What follows belongs to an exercise in optimizing a design on an open flow for a short achievable clock period and few clock cycles; a production flow would make more cautious choices. The RTL was checked by simulation tests, not by an equivalence proof against the original design. No activity file was given, so power comes from the tool's default toggle rates.

==> yarrow: inputs <==
==> flow/design.v (excerpt) <==
module Datapath (clk,rst,Enable,Instr,rData,dWriteMem,dReadMem,iAddr,dAddr,wData);
clock: 8.0 ns
lec_check: 0
cap_margin: 20
core_margin: 2
core_utilization: 40
place_density: 0.6
setup_slack_margin: 5
slew_margin: 20
run.sh (not shown) runs the stock make flow with config.mk's settings and CLKGATE_MAP_FILE= SYNTH_SCRIPT=/design/flow/synth_recipe.tcl, a recipe that flattens the netlist after the stock synthesis.
==> inputs of garnet, as changes to yarrow <==
==> flow/design.v (replaced) <==
module Datapath (clk,rst,Enable,Instr,rData,dWriteMem,dReadMem,iAddr,dAddr,wData);
	input clk, rst;
	input Enable;
	input[31:0] Instr, rData;
	output dWriteMem, dReadMem;
	output[31:0] iAddr, dAddr, wData;
	reg[31:0] pc, pc4;	 
	reg[31:0] e_a, e_b, e_sd, e_pc, e_target;
	reg[4:0]  e_dest;
	reg       e_valid, e_wen, e_load, e_store, e_beq;
	reg       e_add, e_sub, e_and, e_or, e_slt;
	reg[31:0] m_res, m_sd;
	reg[4:0]  m_dest;
	reg       m_wen, m_load, m_store;
	reg[31:0] rf[1:31];
	assign dAddr = m_res;
	assign wData = m_sd;
	assign dReadMem = m_load;
	assign dWriteMem = m_store;
	wire hold = (m_load | m_store) & ~Enable;
	wire[31:0] m_val = m_load ? rData : m_res;
	wire m_commit = m_wen & ~hold;
	integer i;
	always @(posedge clk or negedge rst)
	begin
		if(!rst)
			for(i=1; i<32; i=i+1)
				rf[i] <= 32'd0;
		else if(m_commit)
			rf[m_dest] <= m_val;
	end
	wire[31:0] e_sum, e_diff;
	wire e_co, e_nb;
	KSAdd #(32, 5) AddAdder (.a(e_a), .b(e_b), .cin(1'b0), .s(e_sum), .co(e_co));
	KSAdd #(32, 5) SubAdder (.a(e_a), .b(~e_b), .cin(1'b1), .s(e_diff), .co(e_nb));
	wire e_ltu = ~e_nb;	 
	wire[31:0] e_res = ({32{e_add}} & e_sum) | ({32{e_sub}} & e_diff) |
	                   ({32{e_and}} & (e_a & e_b)) | ({32{e_or}} & (e_a | e_b)) |
	                   {31'd0, e_slt & e_ltu};
	wire redirect = e_beq & (e_a == e_b);
	assign iAddr = pc;
	wire[31:0] pc8 = pc4 + 32'd4;
	wire[5:0] op = Instr[31:26];
	wire[4:0] rs = Instr[25:21];
	wire[4:0] rt = Instr[20:16];
	wire[4:0] rd = Instr[15:11];
	wire[5:0] fn = Instr[5:0];
	wire[31:0] imm = {{16{Instr[15]}}, Instr[15:0]};
	wire is_r   = (op == 6'h00);
	wire is_beq = (op == 6'h04);
	wire is_addi = (op == 6'h08);
	wire is_lw  = (op == 6'h23);
	wire is_sw  = (op == 6'h2b);
	wire same   = (rs == rt);
	wire taken_f = is_beq & same;		 
	wire cond_beq = is_beq & ~same;	 
	wire uses_rs = is_r | cond_beq | is_addi | is_lw | is_sw;
	wire uses_rt = is_r | cond_beq | is_sw;
	wire itype = is_addi | is_lw | is_sw;
	wire[4:0] dest = is_r ? rd : rt;
	wire wen = ((is_r & (rd != 5'd0)) | ((is_addi | is_lw) & (rt != 5'd0)));
	wire[29:0] target_w, target4_w;
	wire target_co, target4_co;
	KSAdd #(30, 5) TargetAdder (.a(pc4[31:2]), .b(imm[29:0]), .cin(1'b0), .s(target_w), .co(target_co));
	KSAdd #(30, 5) Target4Adder (.a(pc8[31:2]), .b(imm[29:0]), .cin(1'b0), .s(target4_w), .co(target4_co));
	wire[31:0] target = {target_w, pc4[1:0]};
	wire[31:0] target4 = {target4_w, pc8[1:0]};
	wire luse = e_load & e_wen & ((uses_rs & (e_dest == rs)) | (uses_rt & (e_dest == rt)));
	wire fe_a = e_wen & (e_dest == rs);
	wire fm_a = m_wen & (m_dest == rs);
	wire fe_b = e_wen & (e_dest == rt);
	wire fm_b = m_wen & (m_dest == rt);
	wire[31:0] rf_a = (rs == 5'd0) ? 32'd0 : rf[rs];
	wire[31:0] rf_b = (rt == 5'd0) ? 32'd0 : rf[rt];
	wire[31:0] op_a = fe_a ? e_res : (fm_a ? m_val : rf_a);
	wire[31:0] op_b = fe_b ? e_res : (fm_b ? m_val : rf_b);
	wire squash = hold | redirect | luse;
	always @(posedge clk)
	begin
		e_a <= op_a;
		e_b <= itype ? imm : op_b;
		e_sd <= op_b;
		e_pc <= pc;
		e_target <= target;
		e_dest <= dest;
		if(!hold)
		begin
			m_res <= e_res;
			m_sd <= e_sd;
			m_dest <= e_dest;
		end
	end
	always @(posedge clk or negedge rst)
	begin
		if(!rst)
		begin
			pc <= 32'd0;
			pc4 <= 32'd4;
			{e_valid, e_wen, e_load, e_store, e_beq} <= 5'd0;
			{e_add, e_sub, e_and, e_or, e_slt} <= 5'd0;
			{m_wen, m_load, m_store} <= 3'd0;
		end
		else
		begin
			if(hold)
			begin
				if(e_valid)	 
					{pc, pc4} <= {e_pc, e_pc + 32'd4};
			end
			else if(redirect)
				{pc, pc4} <= {e_target, e_target + 32'd4};
			else if(luse)
				{pc, pc4} <= {pc, pc4};
			else if(taken_f)
				{pc, pc4} <= {target, target4};
			else
				{pc, pc4} <= {pc4, pc8};
			if(!hold)
				{m_wen, m_load, m_store} <= {e_wen, e_load, e_store};
			if(squash)
			begin
				{e_valid, e_wen, e_load, e_store, e_beq} <= 5'd0;
				{e_add, e_sub, e_and, e_or, e_slt} <= 5'd0;
			end
			else
			begin
				e_valid <= 1'b1;
				e_wen <= wen;
				e_load <= is_lw;
				e_store <= is_sw;
				e_beq <= cond_beq;
				e_add <= itype | (is_r & (fn == 6'h20));
				e_sub <= is_r & (fn == 6'h22);
				e_and <= is_r & (fn == 6'h24);
				e_or  <= is_r & (fn == 6'h25);
				e_slt <= is_r & (fn == 6'h2a);
			end
		end
	end
endmodule
module KSAdd (a, b, cin, s, co);
	parameter W = 32;
	parameter L = 5;	 
	input[W-1:0] a, b;
	input cin;
	output[W-1:0] s;
	output co;
	reg[W-1:0] g[0:L];
	reg[W-1:0] p[0:L];
	integer i, k;
	always @*
	begin
		g[0] = a & b;
		p[0] = a ^ b;
		g[0][0] = (a[0] & b[0]) | ((a[0] ^ b[0]) & cin);
		for(k=0; k<L; k=k+1)
			for(i=0; i<W; i=i+1)
				if(i >= (1 << k))
				begin
					g[k+1][i] = g[k][i] | (p[k][i] & g[k][i-(1<<k)]);
					p[k+1][i] = p[k][i] & p[k][i-(1<<k)];
				end
				else
				begin
					g[k+1][i] = g[k][i];
					p[k+1][i] = p[k][i];
				end
	end
	assign s = (a ^ b) ^ {g[L][W-2:0], cin};
	assign co = g[L][W-1];
endmodule
==> inputs of violet, as changes to yarrow <==
--- a/flow/design.v
+++ b/flow/design.v
@@ -80,24 +80,21 @@
 	                    ({32{a_m}} & m_val) | ({32{a_r}} & rf_a);
 	wire[31:0] next_b = ({32{b_e & e_add}} & e_sum) | ({32{b_e & e_sub}} & e_diff) |
 	                    ({32{b_e & e_and}} & e_and_r) | ({32{b_e & e_or}} & e_or_r) |
 	                    {31'd0, b_e & e_slt & e_ltu} |
 	                    ({32{b_m}} & m_val) | ({32{b_r}} & rf_b) | ({32{b_i}} & imm);
 	assign iAddr = pc;
 	wire[31:0] pc4 = pc + 32'd4;
 	wire taken_f = (Instr[31:26] == 6'h04) & (Instr[25:21] == Instr[20:16]);	 
-	wire[15:0] t_lo;
-	wire t_c;
-	KSAdd #(16, 4) TargetAdder (.a(pc[17:2]), .b(Instr[15:0]), .cin(1'b1), .s(t_lo), .co(t_c));
-	wire[13:0] hi = pc[31:18];
-	wire[13:0] hi_inc = hi + 14'd1;
-	wire[13:0] hi_dec = hi - 14'd1;
-	wire[13:0] t_hi = Instr[15] ? (t_c ? hi : hi_dec) : (t_c ? hi_inc : hi);
-	wire[31:0] target = {t_hi, t_lo, pc[1:0]};
+	wire[31:0] f_imm = {{16{Instr[15]}}, Instr[15:0]};
+	wire[29:0] target_w;
+	wire target_co;
+	KSAdd #(30, 5) TargetAdder (.a(pc[31:2]), .b(f_imm[29:0]), .cin(1'b1), .s(target_w), .co(target_co));
+	wire[31:0] target = {target_w, pc[1:0]};
 	wire[31:0] restart = e_valid ? e_pc : d_pc;
 	always @(posedge clk)
 	begin
 		if(!luse)
 		begin
 			d_instr <= Instr;
 			d_pc <= pc;
 			d_target <= target;
Settings changed: CELL_PAD_IN_SITES_DETAIL_PLACEMENT from default to 1.
==> inputs of fjord, as changes to yarrow <==
--- a/flow/design.v
+++ b/flow/design.v
@@ -80,24 +80,21 @@
 	                    ({32{a_m}} & m_val) | ({32{a_r}} & rf_a);
 	wire[31:0] next_b = ({32{b_e & e_add}} & e_sum) | ({32{b_e & e_sub}} & e_diff) |
 	                    ({32{b_e & e_and}} & e_and_r) | ({32{b_e & e_or}} & e_or_r) |
 	                    {31'd0, b_e & e_slt & e_ltu} |
 	                    ({32{b_m}} & m_val) | ({32{b_r}} & rf_b) | ({32{b_i}} & imm);
 	assign iAddr = pc;
 	wire[31:0] pc4 = pc + 32'd4;
 	wire taken_f = (Instr[31:26] == 6'h04) & (Instr[25:21] == Instr[20:16]);	 
-	wire[15:0] t_lo;
-	wire t_c;
-	KSAdd #(16, 4) TargetAdder (.a(pc[17:2]), .b(Instr[15:0]), .cin(1'b1), .s(t_lo), .co(t_c));
-	wire[13:0] hi = pc[31:18];
-	wire[13:0] hi_inc = hi + 14'd1;
-	wire[13:0] hi_dec = hi - 14'd1;
-	wire[13:0] t_hi = Instr[15] ? (t_c ? hi : hi_dec) : (t_c ? hi_inc : hi);
-	wire[31:0] target = {t_hi, t_lo, pc[1:0]};
+	wire[31:0] f_imm = {{16{Instr[15]}}, Instr[15:0]};
+	wire[29:0] target_w;
+	wire target_co;
+	KSAdd #(30, 5) TargetAdder (.a(pc[31:2]), .b(f_imm[29:0]), .cin(1'b1), .s(target_w), .co(target_co));
+	wire[31:0] target = {target_w, pc[1:0]};
 	wire[31:0] restart = e_valid ? e_pc : d_pc;
 	always @(posedge clk)
 	begin
 		if(!luse)
 		begin
 			d_instr <= Instr;
 			d_pc <= pc;
 			d_target <= target;
==> notes.md <==
In yarrow the wire length is smaller than in garnet, by 4.3%.
In synthesized cell count, violet and fjord do not differ.
garnet ran to the end with no violations. fjord finished but failed the layout checks on antenna violations. violet ended with an error in global routing with GRT-0228. yarrow produced a clean layout.
In yarrow the total power is smaller than in garnet, by 4.2%.
The highest via count belongs to garnet, the lowest to fjord.
==> figures <==
	violet	garnet	fjord	yarrow
Status	stopped before the end	complete, no violations	complete, but fails checks	complete, no violations
Stage where the flow stopped	global routing	-	-	-
Layout check failures	-	-	antenna violations	-
Post-synthesis sequential area ratio	50.7%	47.4%	50.7%	50.9%
Number of cells traversed by the worst register-to-register path	-	15	13	15
Routed wire length on met2	-	155000 µm	147000 µm	144000 µm
Remaining routing DRC violations	-	0	0	0
Clock sinks	1364	1303	1364	1364
Post-layout instance area	-	0.0942 mm²	0.0901 mm²	0.0888 mm²
CP Depth	-	14	13	15
Relative contribution of the clock network to total power	-	34.0%	34.5%	35.8%
Fraction of area in multi-input gates	-	42.4%	39.7%	39.6%
Testbench counts of yarrow, summed over its fixed seeds: cycles 12,417.
Testbench counts of garnet, summed over its fixed seeds: cycles 12,115.
Testbench counts of violet, summed over its fixed seeds: cycles 12,417.
Testbench counts of fjord, summed over its fixed seeds: cycles 12,417.

-- re-timing with driven ports --
No port has a modelled driver above. Below, the same layouts with a new extraction and two added sets of constraints.
Step 1 assumes that a clkbuf_16 drives the clock port and a buf_2 every other input.
Step 2 times the ports against the registers' clock, not the clock port: input delays grow and output delays shrink by t, the midpoint of the rising clock arrivals with the driver on.
Slacks: ideal / step 1 / step 2; pairs: ideal / step 1.
run | shift t [ns] | slack for setup (ns) | latest minus earliest clock arrival (ns) | slew at the worst register clock pin (ns) | worst data-port slew with drivers (ns)
yarrow | 0.921 | 4.419 / 4.419 / 3.616 | 0.065 / 0.065 | 0.07 / 0.07 | 0.12
garnet | 0.931 | 3.914 / 3.937 / 3.006 | 0.061 / 0.060 | 0.07 / 0.07 | 0.27
fjord | 0.906 | 4.585 / 4.585 / 3.792 | 0.076 / 0.075 | 0.07 / 0.07 | 0.08
The setup slack of garnet, which loses most, moves by +0.023 ns with the drivers and by -0.908 ns with both steps.
